Background: an optimization exercise with open tools, aiming at small area. Do not read the settings as production practice.
Power is estimated from default activity; no workload was simulated.

==> flow/design.v (excerpt) <==
module cordic (
    input clock,
    input reset,
    output signed [12:0] sine,
    output signed [12:0] cosine
);
Size: roughly 8200 µm² of cells after synthesis.
Settings: LEC_CHECK=0, ABC_AREA=1, CAP_MARGIN=20, CORE_MARGIN=2, CORE_UTILIZATION=40, CTS_BUF_LIST=sky130_fd_sc_hd__clkbuf_8, GPL_TIMING_DRIVEN=0, PLACE_DENSITY=0.8, SLEW_MARGIN=20; clock period 5.0 ns.
run.sh (not shown) runs the stock make flow with config.mk's settings and CLKGATE_MAP_FILE= SYNTH_SCRIPT=/design/flow/synth_recipe.tcl, a recipe that flattens the netlist after the stock synthesis.
The first run finished but failed the layout checks on negative setup slack.
Then changed:
--- a/flow/design.v
+++ b/flow/design.v
@@ -179,29 +179,29 @@
     logic [1:0] q;
     wire pre = (cd == 4'd0);
     wire up  = ~q[0];
     wire endq = up ? (cd == 4'd14) && (wr == 8'h1d || wr == 8'h1e)
                    : (cd == 4'd1) && (wr == 8'he2 || wr == 8'he1);
     logic [7:0] up1, dn1, up2, dn2;      
     logic [7:0] upw, upw1, dnw, dnw1;    
-    assign up1 = ({8{cd == 0}} & 8'hf)
+    assign up1 = ({8{cd == 0}} & 8'he)
             | ({8{cd == 1}} & 8'h7e)
             | ({8{cd == 2}} & 8'h7e)
             | ({8{cd == 3}} & 8'h76)
             | ({8{cd == 4}} & 8'h7f)
             | ({8{cd == 5}} & 8'h7e)
             | ({8{cd == 6}} & 8'h7f)
             | ({8{cd == 7}} & 8'h40)
             | ({8{cd == 8}} & 8'h7f)
             | ({8{cd == 9}} & 8'h7e)
             | ({8{cd == 10}} & 8'h7e)
             | ({8{cd == 11}} & 8'h76)
             | ({8{cd == 12}} & 8'h7f)
             | ({8{cd == 13}} & 8'h7e);
-    assign up2 = ({8{cd == 0}} & 8'he)
+    assign up2 = ({8{cd == 0}} & 8'hd)
             | ({8{cd == 1}} & 8'h7d)
             | ({8{cd == 2}} & 8'h7d)
             | ({8{cd == 3}} & 8'h75)
             | ({8{cd == 4}} & 8'h7e)
             | ({8{cd == 5}} & 8'h7d)
             | ({8{cd == 6}} & 8'h7e)
             | ({8{cd == 7}} & 8'h3f)
@@ -594,36 +594,46 @@
             | ({12{ts == 7'd110}} & 12'h7f3)
             | ({12{ts == 7'd111}} & 12'h7f5)
             | ({12{ts == 7'd112}} & 12'h7fb)
             | ({12{ts == 7'd113}} & 12'h7fb)
             | ({12{ts == 7'd114}} & 12'h7fd)
             | ({12{ts == 7'd115}} & 12'h7fd)
             | ({12{ts == 7'd116}} & 12'h7fe);
-    logic [10:0] x9, y9;
-    addfast2 #(.W(11), .K(4)) ux9 (.a(11'(x8)), .b(4'(y8 >>> 8)), .sub(dirs_a[2]), .s(x9));
-    addfast2 #(.W(11), .K(4)) uy9 (.a(11'(y8)), .b(4'(x8 >>> 8)), .sub(~dirs_a[2]), .s(y9));
     logic [9:0] dirs_r1;
     logic [1:0] q_r1;
-    logic [10:0] x_r1;
-    logic [10:0] y_r1;
+    logic signed [11:0] x_r1;
+    logic signed [11:0] y_r1;
     always_ff @(posedge clock) begin
         dirs_r1 <= dirs_a;
         q_r1 <= q;
-        x_r1 <= x9;
-        y_r1 <= y9;
+        x_r1 <= x8;
+        y_r1 <= y8;
     end
+    logic [10:0] x9, y9;
+    addfast2 #(.W(11), .K(4)) ux9 (.a(11'(x_r1)), .b(4'(y_r1 >>> 8)), .sub(dirs_r1[2]), .s(x9));
+    addfast2 #(.W(11), .K(4)) uy9 (.a(11'(y_r1)), .b(4'(x_r1 >>> 8)), .sub(~dirs_r1[2]), .s(y9));
     logic [10:0] x10, y10;
-    addfast2 #(.W(11), .K(3)) ux10 (.a(11'(x_r1)), .b(3'(y_r1 >> 9)), .sub(dirs_r1[1]), .s(x10));
-    addfast2 #(.W(11), .K(3)) uy10 (.a(11'(y_r1)), .b(3'(x_r1 >> 9)), .sub(~dirs_r1[1]), .s(y10));
-    wire mx = q_r1[0] ^ q_r1[1];
-    wire my = q_r1[1];
-    wire bx = y10[10];
-    wire by = x10[10];
+    addfast2 #(.W(11), .K(3)) ux10 (.a(11'(x9)), .b(3'(y9 >> 9)), .sub(dirs_r1[1]), .s(x10));
+    addfast2 #(.W(11), .K(3)) uy10 (.a(11'(y9)), .b(3'(x9 >> 9)), .sub(~dirs_r1[1]), .s(y10));
+    logic [9:0] dirs_r2;
+    logic [1:0] q_r2;
+    logic [10:0] x_r2;
+    logic [10:0] y_r2;
+    always_ff @(posedge clock) begin
+        dirs_r2 <= dirs_r1;
+        q_r2 <= q_r1;
+        x_r2 <= x10;
+        y_r2 <= y10;
+    end
+    wire mx = q_r2[0] ^ q_r2[1];
+    wire my = q_r2[1];
+    wire bx = y_r2[10];
+    wire by = x_r2[10];
     logic signed [2:0] ax, ay;
-    assign ax = mx ? (dirs_r1[0] ? 3'd1 + {2'b00, bx} : 3'd1 - {2'b00, bx}) : (dirs_r1[0] ? 3'd0 - {2'b00, bx} : {2'b00, bx});
-    assign ay = my ? (dirs_r1[0] ? 3'd1 - {2'b00, by} : 3'd1 + {2'b00, by}) : (dirs_r1[0] ? {2'b00, by} : 3'd0 - {2'b00, by});
+    assign ax = mx ? (dirs_r2[0] ? 3'd1 + {2'b00, bx} : 3'd1 - {2'b00, bx}) : (dirs_r2[0] ? 3'd0 - {2'b00, bx} : {2'b00, bx});
+    assign ay = my ? (dirs_r2[0] ? 3'd1 - {2'b00, by} : 3'd1 + {2'b00, by}) : (dirs_r2[0] ? {2'b00, by} : 3'd0 - {2'b00, by});
     logic [10:0] rx, ry;
-    addfast2 #(.W(11), .K(3)) ux11 (.a(x10 ^ {11{mx}}), .b(ax), .sub(1'b0), .s(rx));
-    addfast2 #(.W(11), .K(3)) uy11 (.a(y10 ^ {11{my}}), .b(ay), .sub(1'b0), .s(ry));
+    addfast2 #(.W(11), .K(3)) ux11 (.a(x_r2 ^ {11{mx}}), .b(ax), .sub(1'b0), .s(rx));
+    addfast2 #(.W(11), .K(3)) uy11 (.a(y_r2 ^ {11{my}}), .b(ay), .sub(1'b0), .s(ry));
     assign cosine = {1'b0, ~mx, rx};
     assign sine = {1'b0, ~my, ry};
 endmodule
After rerunning:
- Now the flow finished with timing, DRC and antenna clean
- die area rises by 3.4%
- power rises by 47%
- routed wire length falls by 3.5%
- clock-buffer cell count rises by 5
- synthesized area rises by 3.5%
- setup slack improves by 350 ps
- maximum frequency rises by 7.4%
- via count falls by 7.0%
- non-clock buffer count falls by 19
- utilization falls by 2.1 points
- hold slack degrades by 45 ps
- global-route usage falls by 0.89 points
- critical path depth falls by 5
No run of this note included a check of the RTL's function; only the layout flow was run.

P:
cordic, a different RTL version from the one above (not shown whole).
Size in the first run: ~1300 cells after synthesis.
==> flow/design.v (excerpt) <==
module cordic (
    input clock,
    input reset,
    output signed [12:0] sine,
    output signed [12:0] cosine
);
==> module cordic, before the edit <==
module cordic (
    input clock,
    input reset,
    output signed [12:0] sine,
    output signed [12:0] cosine
);
    logic [3:0] code;
    logic [7:0] w;
    logic [1:0] q;
    phase_controller pc (.clock(clock), .reset(reset), .code(code), .w(w), .quadrant(q));
    wire [9:0] dirs_a = {code, ~w[7], w[6:2]};
    logic signed [11:0] x6, y6;
    wire [4:0] ts = dirs_a[9:5];
    assign x6 = ({12{ts == 5'd2}} & 12'h7fc)
            | ({12{ts == 5'd3}} & 12'h7fc)
            | ({12{ts == 5'd4}} & 12'h7f1)
            | ({12{ts == 5'd5}} & 12'h7e1)
            | ({12{ts == 5'd6}} & 12'h7c7)
            | ({12{ts == 5'd7}} & 12'h7a7)
            | ({12{ts == 5'd8}} & 12'h782)
            | ({12{ts == 5'd9}} & 12'h754)
            | ({12{ts == 5'd10}} & 12'h71d)
            | ({12{ts == 5'd11}} & 12'h6e1)
            | ({12{ts == 5'd12}} & 12'h69b)
            | ({12{ts == 5'd13}} & 12'h651)
            | ({12{ts == 5'd14}} & 12'h5ff)
            | ({12{ts == 5'd15}} & 12'h5a9)
            | ({12{ts == 5'd16}} & 12'h5a5)
            | ({12{ts == 5'd17}} & 12'h549)
            | ({12{ts == 5'd18}} & 12'h4e6)
            | ({12{ts == 5'd19}} & 12'h480)
            | ({12{ts == 5'd20}} & 12'h415)
            | ({12{ts == 5'd21}} & 12'h3a7)
            | ({12{ts == 5'd22}} & 12'h333)
            | ({12{ts == 5'd23}} & 12'h2bd)
            | ({12{ts == 5'd24}} & 12'h252)
            | ({12{ts == 5'd25}} & 12'h1d8)
            | ({12{ts == 5'd26}} & 12'h15a)
            | ({12{ts == 5'd27}} & 12'hdc)
            | ({12{ts == 5'd28}} & 12'h5e)
            | ({12{ts == 5'd29}} & 12'hfe0);
    assign y6 = ({12{ts == 5'd2}} & 12'hfe0)
            | ({12{ts == 5'd3}} & 12'h5e)
            | ({12{ts == 5'd4}} & 12'hdc)
            | ({12{ts == 5'd5}} & 12'h15a)
            | ({12{ts == 5'd6}} & 12'h1d8)
            | ({12{ts == 5'd7}} & 12'h252)
            | ({12{ts == 5'd8}} & 12'h2bd)
            | ({12{ts == 5'd9}} & 12'h333)
            | ({12{ts == 5'd10}} & 12'h3a7)
            | ({12{ts == 5'd11}} & 12'h415)
            | ({12{ts == 5'd12}} & 12'h480)
            | ({12{ts == 5'd13}} & 12'h4e6)
            | ({12{ts == 5'd14}} & 12'h549)
            | ({12{ts == 5'd15}} & 12'h5a5)
            | ({12{ts == 5'd16}} & 12'h5a9)
            | ({12{ts == 5'd17}} & 12'h5ff)
            | ({12{ts == 5'd18}} & 12'h651)
            | ({12{ts == 5'd19}} & 12'h69b)
            | ({12{ts == 5'd20}} & 12'h6e1)
            | ({12{ts == 5'd21}} & 12'h71d)
            | ({12{ts == 5'd22}} & 12'h754)
            | ({12{ts == 5'd23}} & 12'h782)
            | ({12{ts == 5'd24}} & 12'h7a7)
            | ({12{ts == 5'd25}} & 12'h7c7)
            | ({12{ts == 5'd26}} & 12'h7e1)
            | ({12{ts == 5'd27}} & 12'h7f1)
            | ({12{ts == 5'd28}} & 12'h7fc)
            | ({12{ts == 5'd29}} & 12'h7fc);
    logic signed [11:0] x7, y7;
    addfast2 #(.W(12), .K(6)) ux7 (.a(12'(x6)), .b(6'(y6 >>> 6)), .sub(dirs_a[4]), .s(x7));
    addfast2 #(.W(12), .K(6)) uy7 (.a(12'(y6)), .b(6'(x6 >>> 6)), .sub(~dirs_a[4]), .s(y7));
    logic signed [11:0] x8, y8;
    addfast2 #(.W(12), .K(5)) ux8 (.a(12'(x7)), .b(5'(y7 >>> 7)), .sub(dirs_a[3]), .s(x8));
    addfast2 #(.W(12), .K(5)) uy8 (.a(12'(y7)), .b(5'(x7 >>> 7)), .sub(~dirs_a[3]), .s(y8));
    logic [9:0] dirs_r1;
    logic [1:0] q_r1;
    logic signed [11:0] x_r1;
    logic signed [11:0] y_r1;
    always_ff @(posedge clock) begin
        dirs_r1 <= dirs_a;
        q_r1 <= q;
        x_r1 <= x8;
        y_r1 <= y8;
    end
    logic [10:0] x9, y9;
    addfast2 #(.W(11), .K(4)) ux9 (.a(11'(x_r1)), .b(4'(y_r1 >>> 8)), .sub(dirs_r1[2]), .s(x9));
    addfast2 #(.W(11), .K(4)) uy9 (.a(11'(y_r1)), .b(4'(x_r1 >>> 8)), .sub(~dirs_r1[2]), .s(y9));
    logic [10:0] x10, y10;
    addfast2 #(.W(11), .K(3)) ux10 (.a(11'(x9)), .b(3'(y9 >> 9)), .sub(dirs_r1[1]), .s(x10));
    addfast2 #(.W(11), .K(3)) uy10 (.a(11'(y9)), .b(3'(x9 >> 9)), .sub(~dirs_r1[1]), .s(y10));
    logic [9:0] dirs_r2;
    logic [1:0] q_r2;
    logic [10:0] x_r2;
    logic [10:0] y_r2;
    always_ff @(posedge clock) begin
        dirs_r2 <= dirs_r1;
        q_r2 <= q_r1;
        x_r2 <= x10;
        y_r2 <= y10;
    end
    wire mx = q_r2[0] ^ q_r2[1];
    wire my = q_r2[1];
    wire bx = y_r2[10];
    wire by = x_r2[10];
    logic signed [2:0] ax, ay;
    assign ax = mx ? (dirs_r2[0] ? 3'd1 + {2'b00, bx} : 3'd1 - {2'b00, bx}) : (dirs_r2[0] ? 3'd0 - {2'b00, bx} : {2'b00, bx});
    assign ay = my ? (dirs_r2[0] ? 3'd1 - {2'b00, by} : 3'd1 + {2'b00, by}) : (dirs_r2[0] ? {2'b00, by} : 3'd0 - {2'b00, by});
    logic [10:0] rx, ry;
    addfast2 #(.W(11), .K(3)) ux11 (.a(x_r2 ^ {11{mx}}), .b(ax), .sub(1'b0), .s(rx));
    addfast2 #(.W(11), .K(3)) uy11 (.a(y_r2 ^ {11{my}}), .b(ay), .sub(1'b0), .s(ry));
    assign cosine = {1'b0, ~mx, rx};
    assign sine = {1'b0, ~my, ry};
endmodule
export LEC_CHECK = 0
export ABC_AREA = 1
export CAP_MARGIN = 20
export CORE_MARGIN = 2
export CORE_UTILIZATION = 40
export PLACE_DENSITY = 0.6
export SLEW_MARGIN = 20
create_clock -name core_clock -period 5.0 [get_ports {clock}]
--- input diff P..Q ---
diff --git a/flow/design.v b/flow/design.v
--- a/flow/design.v
+++ b/flow/design.v
@@ -419,50 +419,50 @@
             | ({12{ts == 5'd25}} & 12'h7c7)
             | ({12{ts == 5'd26}} & 12'h7e1)
             | ({12{ts == 5'd27}} & 12'h7f1)
             | ({12{ts == 5'd28}} & 12'h7fc)
             | ({12{ts == 5'd29}} & 12'h7fc);
     logic signed [11:0] x7, y7;
-    addfast2 #(.W(12), .K(6)) ux7 (.a(12'(x6)), .b(6'(y6 >>> 6)), .sub(dirs_a[4]), .s(x7));
-    addfast2 #(.W(12), .K(6)) uy7 (.a(12'(y6)), .b(6'(x6 >>> 6)), .sub(~dirs_a[4]), .s(y7));
-    logic signed [11:0] x8, y8;
-    addfast2 #(.W(12), .K(5)) ux8 (.a(12'(x7)), .b(5'(y7 >>> 7)), .sub(dirs_a[3]), .s(x8));
-    addfast2 #(.W(12), .K(5)) uy8 (.a(12'(y7)), .b(5'(x7 >>> 7)), .sub(~dirs_a[3]), .s(y8));
+    addsmall #(.W(12), .K(6)) ux7 (.a(12'(x6)), .b(6'(y6 >>> 6)), .sub(dirs_a[4]), .s(x7));
+    addsmall #(.W(12), .K(6)) uy7 (.a(12'(y6)), .b(6'(x6 >>> 6)), .sub(~dirs_a[4]), .s(y7));
     logic [9:0] dirs_r1;
     logic [1:0] q_r1;
     logic signed [11:0] x_r1;
     logic signed [11:0] y_r1;
     always_ff @(posedge clock) begin
         dirs_r1 <= dirs_a;
         q_r1 <= q;
-        x_r1 <= x8;
-        y_r1 <= y8;
+        x_r1 <= x7;
+        y_r1 <= y7;
     end
+    logic signed [11:0] x8, y8;
+    addsmall #(.W(12), .K(5)) ux8 (.a(12'(x_r1)), .b(5'(y_r1 >>> 7)), .sub(dirs_r1[3]), .s(x8));
+    addsmall #(.W(12), .K(5)) uy8 (.a(12'(y_r1)), .b(5'(x_r1 >>> 7)), .sub(~dirs_r1[3]), .s(y8));
     logic [10:0] x9, y9;
-    addfast2 #(.W(11), .K(4)) ux9 (.a(11'(x_r1)), .b(4'(y_r1 >>> 8)), .sub(dirs_r1[2]), .s(x9));
-    addfast2 #(.W(11), .K(4)) uy9 (.a(11'(y_r1)), .b(4'(x_r1 >>> 8)), .sub(~dirs_r1[2]), .s(y9));
-    logic [10:0] x10, y10;
-    addfast2 #(.W(11), .K(3)) ux10 (.a(11'(x9)), .b(3'(y9 >> 9)), .sub(dirs_r1[1]), .s(x10));
-    addfast2 #(.W(11), .K(3)) uy10 (.a(11'(y9)), .b(3'(x9 >> 9)), .sub(~dirs_r1[1]), .s(y10));
+    addfast2 #(.W(11), .K(4)) ux9 (.a(11'(x8)), .b(4'(y8 >>> 8)), .sub(dirs_r1[2]), .s(x9));
+    addfast2 #(.W(11), .K(4)) uy9 (.a(11'(y8)), .b(4'(x8 >>> 8)), .sub(~dirs_r1[2]), .s(y9));
     logic [9:0] dirs_r2;
     logic [1:0] q_r2;
     logic [10:0] x_r2;
     logic [10:0] y_r2;
     always_ff @(posedge clock) begin
         dirs_r2 <= dirs_r1;
         q_r2 <= q_r1;
-        x_r2 <= x10;
-        y_r2 <= y10;
+        x_r2 <= x9;
+        y_r2 <= y9;
     end
+    logic [10:0] x10, y10;
+    addfast2 #(.W(11), .K(3)) ux10 (.a(11'(x_r2)), .b(3'(y_r2 >> 9)), .sub(dirs_r2[1]), .s(x10));
+    addfast2 #(.W(11), .K(3)) uy10 (.a(11'(y_r2)), .b(3'(x_r2 >> 9)), .sub(~dirs_r2[1]), .s(y10));
     wire mx = q_r2[0] ^ q_r2[1];
     wire my = q_r2[1];
-    wire bx = y_r2[10];
-    wire by = x_r2[10];
+    wire bx = y10[10];
+    wire by = x10[10];
     logic signed [2:0] ax, ay;
     assign ax = mx ? (dirs_r2[0] ? 3'd1 + {2'b00, bx} : 3'd1 - {2'b00, bx}) : (dirs_r2[0] ? 3'd0 - {2'b00, bx} : {2'b00, bx});
     assign ay = my ? (dirs_r2[0] ? 3'd1 - {2'b00, by} : 3'd1 + {2'b00, by}) : (dirs_r2[0] ? {2'b00, by} : 3'd0 - {2'b00, by});
     logic [10:0] rx, ry;
-    addfast2 #(.W(11), .K(3)) ux11 (.a(x_r2 ^ {11{mx}}), .b(ax), .sub(1'b0), .s(rx));
-    addfast2 #(.W(11), .K(3)) uy11 (.a(y_r2 ^ {11{my}}), .b(ay), .sub(1'b0), .s(ry));
+    addfast2 #(.W(11), .K(3)) ux11 (.a(x10 ^ {11{mx}}), .b(ax), .sub(1'b0), .s(rx));
+    addfast2 #(.W(11), .K(3)) uy11 (.a(y10 ^ {11{my}}), .b(ay), .sub(1'b0), .s(ry));
     assign cosine = {1'b0, ~mx, rx};
     assign sine = {1'b0, ~my, ry};
 endmodule
Notes after the runs:
Relative to P, wire length has decreased by about 0.44% in Q. From P to Q the numbers moved as follows: number of flip-flops and latches rose about 2.6%; switching power moved up; synthesized cell count has decreased; total power increased 3.4%. Both conditions hold for Q: the flow ran to the end and the final layout passed the timing, design-rule and antenna checks.
Function was not checked in any run of this note: the RTL went through the layout flow alone.

[port drivers added, routing unchanged]
No port has a modelled driver above. Below, the same layouts with a new extraction and two added sets of constraints. Step 1 (the two cells are an assumption about what drives the block):
set clk [get_ports {clock}]
set_driving_cell -lib_cell sky130_fd_sc_hd__clkbuf_16 $clk
set_driving_cell -lib_cell sky130_fd_sc_hd__buf_2 [delete_from_list [all_inputs] $clk]
Step 2, shift: input delay + t, output delay - t, t = (earliest + latest rising clock arrival at the registers) / 2. This alone moves slack from input paths to output paths. Three values: ideal ports, drivers, drivers and shift; two values: the first two.
run	shift t [ns]	slack for setup (ns)	hold slack, ns	clock arrival spread, ns	slew at the worst register clock pin (ns)
the first run of note 1	0.363	-0.011 / -0.057 / 0.193	0.374 / 0.374 / 0.374	0.022 / 0.021	0.10 / 0.10
the second run of note 1	0.383	0.335 / 0.298 / 0.601	0.329 / 0.329 / 0.329	0.013 / 0.012	0.08 / 0.08
P	0.381	0.333 / 0.292 / 0.333	0.327 / 0.327 / 0.327	0.013 / 0.013	0.06 / 0.06
Q	0.376	0.223 / 0.182 / 0.276	0.326 / 0.326 / 0.326	0.010 / 0.010	0.07 / 0.07
